Source: an optimization exercise on an open RTL-to-GDS flow (aim: small area and a short achievable clock period). Production flows keep margins and buffers that such runs may drop.
In this exercise RTL edits were held to simulation tests only and were not proved equivalent to the original.
Power figures rest on the tool's default switching activity, not on a simulated workload.

**design.v**
```verilog
`timescale 1ns / 1ps
module MIPS_cpu(
    input clock,
    input reset,
    output [31:0] imem_addr,
    input [31:0] imem_rdata,
    output [31:0] dmem_addr,
    output [31:0] dmem_wdata,
    output dmem_we,
    input [31:0] dmem_rdata,
    output wb_en,
    output [4:0] wb_addr,
    output [31:0] wb_data
    );
    reg [31:0] pc1, pc2, pc3;
    reg [31:0] instr_reg;
    reg [21:0] control_signal1;
    reg [7:0] control_signal2;
    reg [31:0] valA_reg, valB_reg;
    reg [64:0] func_unit_reg;
    reg [3:0] status_bit_reg;
    wire [31:0] instr_wire, data_mem_out, func_unit_out, muxD_out, branch_add_out;
    wire [31:0] regFileA_out, regFileB_out, const_unit_out, muxA_out, muxB_out, muxC_out, pc1_to_2;
    wire [4:0] addrA_wire, addrB_wire, addrD_wire, fs;
    wire [1:0] muxD_wire, muxC_sel, bs;
    wire muxC_lsb, cs, rw, ps, mw, n_xor_v_status, muxA_sig_wire, muxB_sig_wire, z_out_wire, c_out_wire, n_out_wire, v_out_wire;
    assign imem_addr = pc1;
    assign instr_wire = imem_rdata;
    assign dmem_addr = valA_reg;
    assign dmem_wdata = valB_reg;
    assign dmem_we = control_signal1[10];
    assign data_mem_out = dmem_rdata;
    assign wb_en = control_signal2[7];
    assign wb_addr = control_signal2[6:2];
    assign wb_data = muxD_out;
    MIPS_constant_unit constant_unit(cs, instr_reg[14:0], const_unit_out);
    MIPS_Instr_Decode instr_decode(instr_reg, muxA_sig_wire, muxB_sig_wire, addrA_wire, addrB_wire, cs, rw,
                                   addrD_wire, muxD_wire, bs, ps, mw, fs);
    MIPS_function_unit func_unit(control_signal1[4:0], control_signal1[9:5], valA_reg, valB_reg, status_bit_reg[0],
                                 z_out_wire, n_out_wire, c_out_wire, v_out_wire, n_xor_v_status, func_unit_out);
    MIPS_registerFile reg_file(clock, reset, addrA_wire, addrB_wire, control_signal2[7], control_signal2[6:2],
                               muxD_out, regFileA_out, regFileB_out);
    mux_2_to_1_32bit muxA(regFileA_out, pc2, muxA_sig_wire, muxA_out),
                     muxB(regFileB_out, const_unit_out, muxB_sig_wire, muxB_out);
    mux_4_to_1_32bit muxC(pc1_to_2, branch_add_out, valA_reg, branch_add_out, muxC_sel, muxC_out),
                     muxD(func_unit_reg[63:32], func_unit_reg[31:0], {31'b0, func_unit_reg[64]}, {32'b0},
                          control_signal2[1:0], muxD_out);
    assign pc1_to_2 = pc1 + 32'b1;
    assign branch_add_out = pc3 + valB_reg;
    assign muxC_lsb = ((control_signal1[11] ^ z_out_wire) | control_signal1[13]) & control_signal1[12];
    assign muxC_sel = {control_signal1[13], muxC_lsb};
    always@(posedge clock) begin
        if(reset)
            {pc1, pc2, pc3, instr_reg, control_signal1, control_signal2, valA_reg, valB_reg, func_unit_reg} <= 0;
        else begin
            pc1 <= muxC_out;
            pc2 <= pc1_to_2;
            pc3 <= pc2;
            instr_reg <= instr_wire;
            control_signal1 <= {rw, addrD_wire, muxD_wire, bs, ps, mw, fs, instr_reg[4:0]};
            control_signal2 <= control_signal1[21:14];
            valA_reg <= muxA_out;
            valB_reg <= muxB_out;
            func_unit_reg <= {n_xor_v_status, func_unit_out, data_mem_out};
            status_bit_reg <= {z_out_wire, v_out_wire, n_out_wire, c_out_wire};
        end
    end
endmodule
`timescale 1ns / 1ps
module MIPS_Instr_Decode(
    input [31:0] instruction,
    output reg mux_A,
    output reg mux_B,
    output reg [4:0] addr_A,
    output reg [4:0] addr_B,
    output reg const_Select,
    output reg reg_Write,
    output reg [4:0] addr_D,
    output reg [1:0] mux_D,
    output reg [1:0] branch_Select,
    output reg polarity_Select,
    output reg mem_Write,
    output reg [4:0] func_Select
    );
    always @ (*) begin
        case(instruction[31:25])
            0:  begin
                    {reg_Write, mux_D, branch_Select, polarity_Select, mem_Write, func_Select, mux_B, mux_A, const_Select, addr_A, addr_B, addr_D} = 0;
                end
            1:  begin
                    addr_A = instruction[19:15];
                    addr_B = instruction[14:10];
                    addr_D = instruction[24:20];
                    mem_Write = 1;
                    {func_Select, reg_Write, mux_D, branch_Select, polarity_Select, mux_B, mux_A, const_Select} = 0; 
                end
            2:  begin
                    reg_Write = 1;
                    func_Select = 2;
                    addr_A = instruction[19:15];
                    addr_B = instruction[14:10];
                    addr_D = instruction[24:20];
                    {mux_D, branch_Select, polarity_Select, mem_Write, mux_B, mux_A, const_Select} = 0;
                end
            5:  begin
                    reg_Write = 1;
                    func_Select = 5;
                    addr_A = instruction[19:15];
                    addr_B = instruction[14:10];
                    addr_D = instruction[24:20];
                    {mux_D, branch_Select, polarity_Select, mem_Write, mux_B, mux_A, const_Select} = 0; 
                end
            7:  begin
                    addr_A = instruction[19:15];
                    addr_B = instruction[14:10];
                    addr_D = instruction[24:20];
                    branch_Select = 3;
                    mux_B = 1;
                    mux_A = 1;
                    const_Select = 1;
                    func_Select = 7;
                    reg_Write = 1;
                    {mem_Write, mux_D, polarity_Select} = 0;
                end
            8:  begin
                    reg_Write = 1;
                    func_Select = 8;
                    addr_A = instruction[19:15];
                    addr_B = instruction[14:10];
                    addr_D = instruction[24:20];
                    {mux_D, branch_Select, polarity_Select, mem_Write, mux_B, mux_A, const_Select} = 0;
                end
            10: begin
                    reg_Write = 1;
                    func_Select = 10;
                    addr_A = instruction[19:15];
                    addr_B = instruction[14:10];
                    addr_D = instruction[24:20];
                    {mux_D, branch_Select, polarity_Select, mem_Write, mux_B, mux_A, const_Select} = 0;
                end
            12: begin
                    reg_Write = 1;
                    func_Select = 12;
                    addr_A = instruction[19:15];
                    addr_B = instruction[14:10];
                    addr_D = instruction[24:20];
                    {mux_D, branch_Select, polarity_Select, mem_Write, mux_B, mux_A, const_Select} = 0;
                end
            32: begin
                    addr_A = instruction[19:15];
                    addr_B = instruction[14:10];
                    addr_D = instruction[24:20];
                    branch_Select = 1;
                    mux_B = 1;
                    const_Select = 1;
                    {mem_Write, mux_D, polarity_Select, mux_A, reg_Write, func_Select} = 0;
                end    
            33: begin
                    reg_Write = 1;
                    mux_D = 1;
                    addr_A = instruction[19:15];
                    addr_B = instruction[14:10];
                    addr_D = instruction[24:20];
                    {func_Select, branch_Select, polarity_Select, mem_Write, mux_B, mux_A, const_Select} = 0; 
                end
            34: begin
                    reg_Write = 1;
                    func_Select = 2;
                    mux_B = 1;
                    const_Select = 1;
                    addr_A = instruction[19:15];
                    addr_B = instruction[14:10];
                    addr_D = instruction[24:20];
                    {mux_D, branch_Select, polarity_Select, mem_Write, mux_A} = 0; 
                end
            35: begin
                    reg_Write = 1;
                    func_Select = 3;
                    mux_B = 1;
                    const_Select = 1;
                    addr_A = instruction[19:15];
                    addr_B = instruction[14:10];
                    addr_D = instruction[24:20];
                    {mux_D, branch_Select, polarity_Select, mem_Write, mux_A} = 0;
                end
            37: begin
                    reg_Write = 1;
                    func_Select = 5;
                    mux_B = 1;
                    const_Select = 1;
                    addr_A = instruction[19:15];
                    addr_B = instruction[14:10];
                    addr_D = instruction[24:20];
                    {mux_D, branch_Select, polarity_Select, mem_Write, mux_A} = 0; 
                end
            40: begin
                    reg_Write = 1;
                    func_Select = 8;
                    mux_B = 1;
                    addr_A = instruction[19:15];
                    addr_B = instruction[14:10];
                    addr_D = instruction[24:20];
                    {mux_D, branch_Select, polarity_Select, mem_Write, mux_A, const_Select} = 0;
                end
            42: begin
                    reg_Write = 1;
                    func_Select = 10;
                    mux_B = 1;
                    addr_A = instruction[19:15];
                    addr_B = instruction[14:10];
                    addr_D = instruction[24:20];
                    {mux_D, branch_Select, polarity_Select, mem_Write, mux_A, const_Select} = 0;
                end
            44: begin
                    reg_Write = 1;
                    func_Select = 12;
                    mux_B = 1;
                    addr_A = instruction[19:15];
                    addr_B = instruction[14:10];
                    addr_D = instruction[24:20];
                    {mux_D, branch_Select, polarity_Select, mem_Write, mux_A, const_Select} = 0;
                end  
            46: begin
                    reg_Write = 1;
                    func_Select = 14;
                    addr_A = instruction[19:15];
                    addr_B = instruction[14:10];
                    addr_D = instruction[24:20];
                    {mux_D, branch_Select, polarity_Select, mem_Write, mux_B, mux_A, const_Select} = 0;
                end
            48: begin
                    addr_A = instruction[19:15];
                    addr_B = instruction[14:10];
                    addr_D = instruction[24:20];
                    reg_Write = 1;
                    func_Select = 16;
                    {mem_Write, mux_D, branch_Select, polarity_Select, mux_B, mux_A, const_Select} = 0;
                end
            49: begin
                    addr_A = instruction[19:15];
                    addr_B = instruction[14:10];
                    addr_D = instruction[24:20];
                    reg_Write = 1;
                    func_Select = 17;
                    {mem_Write, mux_D, branch_Select, polarity_Select, mux_B, mux_A, const_Select} = 0;
                end
            50: begin
                    addr_A = instruction[19:15];
                    addr_B = instruction[14:10];
                    addr_D = instruction[24:20];
                    reg_Write = 1;
                    func_Select = 18;
                    {mem_Write, mux_D, branch_Select, polarity_Select, mux_B, mux_A, const_Select} = 0;
                end
            51: begin
                    addr_A = instruction[19:15];
                    addr_B = instruction[14:10];
                    addr_D = instruction[24:20];
                    reg_Write = 1;
                    func_Select = 19;
                    {mem_Write, mux_D, branch_Select, polarity_Select, mux_B, mux_A, const_Select} = 0;
                end   
            64: begin
                    addr_A = instruction[19:15];
                    addr_B = instruction[14:10];
                    addr_D = instruction[24:20];
                    reg_Write = 1;
                    {func_Select, mem_Write, mux_D, branch_Select, polarity_Select, mux_B, mux_A, const_Select} = 0; 
                end
            68: begin
                    addr_A = instruction[19:15];
                    addr_B = instruction[14:10];
                    addr_D = instruction[24:20];
                    branch_Select = 3;
                    mux_B = 1;
                    const_Select = 1;
                    {polarity_Select, reg_Write, func_Select, mem_Write, mux_D, mux_A} = 0;
                end     
            69: begin
                    reg_Write = 1;
                    func_Select = 5;
                    mux_B = 1;
                    addr_A = instruction[19:15];
                    addr_B = instruction[14:10];
                    addr_D = instruction[24:20];
                    {mux_D, branch_Select, polarity_Select, mem_Write, mux_A, const_Select} = 0;
                end
            96: begin
                    addr_A = instruction[19:15];
                    addr_B = instruction[14:10];
                    addr_D = instruction[24:20];
                    polarity_Select = 1;
                    branch_Select = 1;
                    mux_B = 1;
                    const_Select = 1;
                    {reg_Write, func_Select, mem_Write, mux_D, mux_A} = 0;
                end
            97: begin
                    addr_A = instruction[19:15];
                    addr_B = instruction[14:10];
                    addr_D = instruction[24:20];
                    branch_Select = 2;
                    {mem_Write, mux_D, func_Select, reg_Write, polarity_Select, mux_B, mux_A, const_Select} = 0;
                end     
            98: begin
                    reg_Write = 1;
                    func_Select = 2;
                    mux_B = 1;
                    addr_A = instruction[19:15];
                    addr_B = instruction[14:10];
                    addr_D = instruction[24:20];
                    {mux_D, branch_Select, polarity_Select, mem_Write, mux_A, const_Select} = 0;
                end   
            101:
                begin
                    reg_Write = 1;
                    func_Select = 5;
                    addr_A = instruction[19:15];
                    addr_B = instruction[14:10];
                    addr_D = instruction[24:20];
                    mux_D = 2;
                    {branch_Select, polarity_Select, mem_Write, mux_B, mux_A, const_Select} = 0;
                end
            127:
                begin
                    reg_Write = 1;
                    func_Select = 31;
                    addr_A = instruction[19:15];
                    addr_B = instruction[14:10];
                    addr_D = instruction[24:20];
                    mux_A = 1;
                    mux_B = 1;
                    const_Select = 1;
                    {mux_D, branch_Select, polarity_Select, mem_Write} = 0;
                end
            default:
                begin
                    {reg_Write, mux_D, branch_Select, polarity_Select, mem_Write, func_Select, mux_B, mux_A, const_Select, addr_A, addr_B, addr_D} = 0;
                end
        endcase
    end
endmodule
`timescale 1ns / 1ps
module MIPS_constant_unit(
    input const_sign,
    input [14:0] const_in,
    output reg [31:0] const_out
    );
    always @ (*) begin
        if (const_sign & const_in[14])
            const_out = {{17{1'b1}}, const_in};
        else
            const_out = {17'b0, const_in};
        end
endmodule
`timescale 1ns / 1ps
module MIPS_function_unit(
    input [4:0] shift,
    input [4:0] func_sel,
    input [31:0] in_A,
    input [31:0] in_B,
    input c_in,
    output z,
    output reg n,
    output reg c_out,
    output reg v,
    output n_xor_v_or_z,
    output reg [31:0] func_out
    );
    reg [31:0] not_B;
    reg [63:0] shift_right;
    always @ (*) begin
        v = 0;
        c_out = 0;
        shift_right = 64'b0;
        not_B = ~in_B + 1;
        if((!func_sel[4] & !func_sel[3] & func_sel[2] & func_sel[1] & func_sel[0]) | (~(|func_sel))) begin
            func_out = in_A;
            n = func_out[31];
        end
        else begin
            case(func_sel)  
                2:  begin
                        func_out = in_A + in_B;
                        v = (in_A[31] & in_B[31] & !func_out[31]) ? 1 :
                            (!in_A[31] & !in_B[31] & func_out[31]) ? 1 : 0;
                        c_out = ((in_A[31] | in_B[31]) & !func_out[31]) ? 1 : 0;
                        n = func_out[31];
                    end
                3:  begin
                        func_out = in_A + in_B + c_in;
                        v = (in_A[31] & in_B[31] & !func_out[31]) ? 1 :
                            (!in_A[31] & !in_B[31] & func_out[31]) ? 1 : 0;
                        c_out = ((in_A[31] | in_B[31]) & !func_out[31]) ? 1 : 0;
                        n = func_out[31];
                    end
                5:  begin
                        func_out = in_A + not_B;
                        n = func_out[31];
                        v = (in_A[31] & not_B[31] & !func_out[31]) ? 1 :
                            (!in_A[31] & !not_B[31] & func_out[31]) ? 1 : 0;
                        if(in_B[31] & (~(|in_B[30:0]))) begin
                            if(in_A[31])
                                v = 0;
                            else begin
                                v = 1;
                            end
                        end
                    end
                8:  begin
                        func_out = in_A & in_B;
                        n = func_out[31];
                    end 
                10: begin
                        func_out = in_A | in_B;
                        n = func_out[31];
                    end
                12: begin
                        func_out = in_A ^ in_B;
                        n = func_out[31];
                    end
                14: begin
                        func_out = ~in_A;
                        n = func_out[31];
                    end
                16: begin
                        shift_right = {32'b0, in_A} << shift;
                        c_out = shift_right[32];
                        func_out = shift_right[31:0];
                        n = func_out[31];
                    end
                17: begin
                        shift_right = {32'b0, in_A} << (6'd32 - shift);
                        c_out = shift_right[31];
                        func_out = shift_right[63:32];
                        n = func_out[31];
                    end
                18: begin
                        c_out = in_A[31];
                        func_out = {in_A[30:0], c_in};
                        n = func_out[31];
                    end
                19: begin
                        c_out = in_A[0];
                        func_out = {c_in, in_A[31:1]};
                        n = func_out[31];
                    end
                31: begin
                        func_out = in_A + in_B;
                        n = func_out[31];
                    end
                default:
                    begin
                        func_out = in_A;
                        n = func_out[31];
                    end
            endcase
        end
    end
    assign n_xor_v_or_z = (n ^ v) | z;
    assign z = !(|func_out);
endmodule
`timescale 1ns / 1ps
module MIPS_registerFile(
    input clk,
    input reset,
    input [4:0] aReg_select,
    input [4:0] bReg_select,
    input load_enable,
    input [4:0] dest_select,
    input [31:0] reg_data,
    output [31:0] operandA,
    output [31:0] operandB
    );
    wire [31:0] output_data [31:0];
    wire [31:0] load_split = {32{load_enable}};
    wire [31:0] load_signals = load_split & (32'b1 << dest_select);
    register_32bit register0 (clk, reset, load_signals[0] & 1'b0, reg_data, output_data[0]),
                   register1 (clk, reset, load_signals[1], reg_data, output_data[1]),
                   register2 (clk, reset, load_signals[2], reg_data, output_data[2]),
                   register3 (clk, reset, load_signals[3], reg_data, output_data[3]),
                   register4 (clk, reset, load_signals[4], reg_data, output_data[4]),
                   register5 (clk, reset, load_signals[5], reg_data, output_data[5]),
                   register6 (clk, reset, load_signals[6], reg_data, output_data[6]),
                   register7 (clk, reset, load_signals[7], reg_data, output_data[7]),
                   register8 (clk, reset, load_signals[8], reg_data, output_data[8]),
                   register9 (clk, reset, load_signals[9], reg_data, output_data[9]),
                   register10 (clk, reset, load_signals[10], reg_data, output_data[10]),
                   register11 (clk, reset, load_signals[11], reg_data, output_data[11]),
                   register12 (clk, reset, load_signals[12], reg_data, output_data[12]),
                   register13 (clk, reset, load_signals[13], reg_data, output_data[13]),
                   register14 (clk, reset, load_signals[14], reg_data, output_data[14]),
                   register15 (clk, reset, load_signals[15], reg_data, output_data[15]),
                   register16 (clk, reset, load_signals[16], reg_data, output_data[16]),
                   register17 (clk, reset, load_signals[17], reg_data, output_data[17]),
                   register18 (clk, reset, load_signals[18], reg_data, output_data[18]),
                   register19 (clk, reset, load_signals[19], reg_data, output_data[19]),
                   register20 (clk, reset, load_signals[20], reg_data, output_data[20]),
                   register21 (clk, reset, load_signals[21], reg_data, output_data[21]),
                   register22 (clk, reset, load_signals[22], reg_data, output_data[22]),
                   register23 (clk, reset, load_signals[23], reg_data, output_data[23]),
                   register24 (clk, reset, load_signals[24], reg_data, output_data[24]),
                   register25 (clk, reset, load_signals[25], reg_data, output_data[25]),
                   register26 (clk, reset, load_signals[26], reg_data, output_data[26]),
                   register27 (clk, reset, load_signals[27], reg_data, output_data[27]),
                   register28 (clk, reset, load_signals[28], reg_data, output_data[28]),
                   register29 (clk, reset, load_signals[29], reg_data, output_data[29]),
                   register30 (clk, reset, load_signals[30], reg_data, output_data[30]),
                   register31 (clk, reset, load_signals[31], reg_data, output_data[31]);
    wire bypassA = load_enable & (dest_select != 5'd0) & (dest_select == aReg_select);
    wire bypassB = load_enable & (dest_select != 5'd0) & (dest_select == bReg_select);
    assign operandA = bypassA ? reg_data : output_data[aReg_select];
    assign operandB = bypassB ? reg_data : output_data[bReg_select];
endmodule
`timescale 1ns / 1ps
module register_32bit(
    input clk,
    input reset,
    input write_enable,
    input [31:0] in_data,
    output reg [31:0] out_data
    );
    always @ (posedge clk) begin
        if(reset)
            out_data <= 0;
        else begin
            if(write_enable)
                out_data <= in_data;
        end
    end              
endmodule
`timescale 1ns / 1ps
module mux_2_to_1_32bit(
    input [31:0] r0,
    input [31:0] r1,
    input select,
    output [31:0] operand
    );
     assign operand = select ? r1 : r0;
endmodule
`timescale 1ns / 1ps
module mux_4_to_1_32bit(
    input [31:0] r0,
    input [31:0] r1,
    input [31:0] r2,
    input [31:0] r3,
    input [1:0] select,
    output [31:0] operand
    );
     assign operand = (select[1] & select[0]) ? r3 : 
                      (select[1] & !select[0]) ? r2 :
                      (!select[1] & select[0]) ? r1 : r0;
endmodule
```
**constraint.sdc**
```tcl
create_clock -name core_clock -period 8.0 [get_ports {clock}]
set_input_delay 1.6000 -clock core_clock [delete_from_list [all_inputs] [get_ports {clock}]]
set_output_delay 1.6000 -clock core_clock [all_outputs]
set_load 0.01 [all_outputs]
```
**run.sh**
```bash
#!/bin/bash
# synth_recipe.tcl (not shown) runs the flow's synth.tcl, then flattens the netlist and writes it again
# the make line also repeats each setting of config.mk as NAME=value (left out here)
make -C /OpenROAD-flow-scripts/flow DESIGN_CONFIG=/design/flow/config.mk WORK_HOME=/design/flow/orfs CLKGATE_MAP_FILE= SYNTH_SCRIPT=/design/flow/synth_recipe.tcl finish
```
**config.mk**
```make
export PLATFORM = sky130hd
export DESIGN_NAME = MIPS_cpu
export DESIGN_NICKNAME = MIPS_cpu
export VERILOG_FILES = /design/flow/design.v
export SDC_FILE = /design/flow/constraint.sdc
export NUM_CORES = 8
export LEC_CHECK = 0
export CAP_MARGIN = 30
export CORE_MARGIN = 2
export CORE_UTILIZATION = 35
export SLEW_MARGIN = 30
```
==> run summary <==
==> report_power, final <==
group / internal [W] / switching [W]
Sequential: 0.00641 / 0.0000709
Clock: 0.00383 / 0.00291
Combinational: 0.000366 / 0.000812
Total: 0.0106 / 0.00380
==> stage by stage <==
| step | instance area (sq um) | hold WS (ns) |
|---|---|---|
| after floorplan | 69300 | 0.414 |
| after global placement | 74900 | 0.415 |
| after detailed placement | 75100 | 0.426 |
| after CTS | 79900 | 0.435 |
| after global routing | 80100 | 0.449 |
| final | 80100 | 0.436 |
==> area by class of cell <==
cell class / count / area, sq um
sequential: 1280 / 25600
timing repair buffer: 529 / 4850
inverter: 133 / 499
clock buffer: 198 / 4090
fill: 19989 / 117000
tap: 2640 / 3300
multi-input combinational: 6893 / 41100
clock inverter: 48 / 626
antenna: 11 / 27.5
==> routing by layer <==
metal  track usage  vias to the layer above
met5       0.00189                        -
met4         0.272                       24
met3         0.129                     2032
met2         0.533                     6703
met1         0.423                    36555
li1              -                    32603
==> cell usage after synthesis, drive strengths merged (29+ instances only) <==
cell type     n
a211oi       79
a21o         32
a21oi      1177
a221oi      201
a222oi       63
a22o        190
a22oi       567
a2bb2oi      32
a31oi        67
and2         34
and3         39
buf          74
clkbuf      759
dfxtp      1279
ha          143
inv         133
mux2         43
mux2i       119
mux4         36
nand2      2232
nand2b       29
nand3       178
nand4       134
nor2        401
nor2b       137
nor3        155
nor4         79
o211ai       30
o21ai       177
o221ai       30
o22ai        35
xnor2        91
xor2         59
==> repair_timing <==
item / 4_1_cts / 5_1_grt
endpoints found under the setup margin: 0 / 29
gates resized for setup: 0 / 4
hold endpoints to repair: 0 / 0
==> cells by family after synthesis <==
logic type	count (synthesis)
simple gates	3519
compound gates	2879
flops	1280
buf+inv	966
mux	198
xor+xnor	150
fa+ha+maj	146
==> worst min path at each step <==
stage	end	slack, ns
after floorplan	control_signal2[0]	0.41
after global placement	control_signal2[6]	0.42
after detailed placement	control_signal2[2]	0.43
after CTS	control_signal2[2]	0.43
after global routing	control_signal2[2]	0.45
final	control_signal2[2]	0.44
==> summary.txt <==
Clocking
  – CTS root buffer: clkbuf_16
  – TritonCTS Buffers: 143
  – Register clock-pin slew on the reported worst setup and hold paths: 0.06 ns
  – Setup Buffers After CTS: 0
  – Clock sinks: 1280
  – Clock Tree Buf Depth: 3
  – Skew-Pair Late Insertion Delay: about 0.83 ns
  – CTS H-tree lvls: 4
  – CTS tree: built
  – CTS Hold Buffers Added: 0

Routing
  – Met2 Wirelength: about 160 mm
  – Remaining DRCs: 0
  – Post-Route WL: between 300 and 400 mm
  – Routed len/inst: ~33 um
  – Via/cell ratio: about 6.6
  – DR WL met3: roughly 54 mm
  – Antenna-violating nets left: 0
  – Met1 Wirelength: about 130 mm
  – DR pass1 iterations: 10
  – Top Layer Used: met5
  – Iteration-0 DRC Markers: between 10000 and 15000
  – DR vias: approximately 78000

Synthesis
  – Top_reg_cell synth: dfxtp_1
  – Mux share of post-synthesis cell area: 0.0359
  – Largest area contributor in the netlist: dfxtp_1
  – Ys Warns: 6
  – Largest family of logic cells by synthesized area: compound AO/OA/AOI/OAI gates
  – Synth cell types: 94
  – Asr flop ratio synth: 0
  – Synth top area share: 0.369
  – Post-synth EDFFs: 1
  – Adder-cell share of the synthesized area: 0.0267
  – Post-synthesis sequential area ratio: 0.370
  – Compound-Gate Fraction of Synth Area: 0.276
  – Synth Register Bits: about 1300
  – Post-Synthesis Cells: 9138
  – Mapped Area: a little under 70000 sq um
  – Syn nets: 9350
  – Top post-synthesis cells by area: dfxtp_1 37%, nand2_1 12%, a21oi_1 8.5%
  – Post-Synth XOR/XNOR Area: 0.0190
  – Synth Area in Simple Gates: 0.219
  – Mapped Avg Cell Area: ~7.6 sq um

Critical path
  – Worst Setup Start Kind: flop
  – Cell Chain, Critical Path: inv_1 -> ha_1 -> nand4_1 -> or4_1 -> or4_1 -> or4_1 -> nand3b_1 -> xnor2_1 -> ha_1 -> inv_1 -> and3_1 -> a31oi_1 -> o2111ai_1 -> nor4_1 -> o31ai_1 -> a21oi_1 -> o21ai_0 -> o22ai_1 -> nand4_1 -> or4_1 -> nand3_4 -> o221ai_1
  – Critical R2R Launch: valB_reg[1]
  – Crit Path Category: reg2reg
  – Crit path depth: 22
  – Crit-path max FO: 14
  – Crit end category: flop
  – Crit-path leading delay family: simple AND/OR/NAND/NOR gates
  – CP arrival: around 8.4 ns
  – R2r endpoint: pc1[26]
  – Required @ worst endpoint: between 8 and 9 ns
  – Crit path buf inv count: 2
  – Biggest cell delay along the critical path: between 0.8 and 0.9 ns
  – Worst Setup EP: pc1[26]
  – Crit-path most repeated cell: or4_1
  – CP max stage cell: or4_1
  – Beginning of the critical path: valB_reg[1]
  – Worst R2R Path Depth: 22
  – R2R setup slack: around 0.32 ns

Die
  – Die span in y: 449 um
  – Chip width: approximately 450 um
  – Die Area: between 200000 and 250000 sq um
  – Core Rows: 163
  – Core area: slightly below 200000 sq um
  – Ports: approximately 200
  – Starting Density: 0.352

Global route
  – Largest net degree at the start of global routing: 200
  – Total track usage: 0.359
  – Vias in the first global route: about 72000
  – Initial antenna violation count: 28
  – First-pass GRT wire length: 532 mm
  – Total grt overflow: 0

STA
  – Final TNS setup: 0 ns
  – Setup violations, final: 0
  – Worst Tran Pin Value: 1.15 ns
  – Post-layout minimum cycle time: between 7 and 8 ns
  – Slew Viols, Final: 0
  – Final period utilization: 0.960
  – Slew headroom: 0.228
  – Worst setup margin: 0.318 ns
  – Fmax: roughly 130 MHz
  – Clk_skew: 0.0378 ns
  – Hold Vio Cnt, Final: 0

Placed design
  – GP Congestion: 1.05
  – IO buf count: 200
  – Dpl cells: around 11000
  – DP HPWL: 243 mm
  – Pre-CTS WS: 0.314 ns

Layout
  – Layout cells sized above 1: 0.0945
  – Final net count: slightly above 9000
  – Most frequent cells in the layout: 2217 x nand2_1, 1272 x dfxtp_1, 1177 x a21oi_1
  – Final core area utilization: 0.407
  – Max reg flops: between 60 and 70
  – Commonest non-fill, non-tap cell in the layout: nand2_1
  – Area Overhead vs Synth: 15.5%
  – Fin cells: approximately 12000

Min path
  – Hold Crit Depth: 1
  – Worst min-delay path category: reg2reg
  – Hold Startpoint: control_signal1[16]

Pwr
  – Peak VDD IR: 0.000151 V
  – Overall Power: approximately 0.014 W
  – Leak: 25.9 nW
  – PwrDens: around 180 nW/um^2

Status
  – Status: finished clean

Job
  – Max-cap violations: 0

[static timing again, ports no longer ideal]
How much do the figures lean on ideal ports? The routed layout below was timed once more, with nothing changed but the port constraints. Step 1 assumes that a clkbuf_16 drives the clock port and a buf_2 every other input. Step 2 times the ports against the registers' clock, not the clock port: input delays grow and output delays shrink by t, the midpoint of the rising clock arrivals with the driver on. a / b / c = ideal / step 1 / step 2; a / b = the first two.
t, ns: 0.903
setup WS [ns]: 0.318 / 0.318 / 0.318
clock arrival spread, ns: 0.043 / 0.043
slew at the worst register clock pin (ns): 0.07 / 0.07
worst slew at a driven data input, ns: 0.07
After both steps this run still meets setup and hold. The setup slack of this run moves by 0.000 ns with the drivers and by 0.000 ns with both steps.
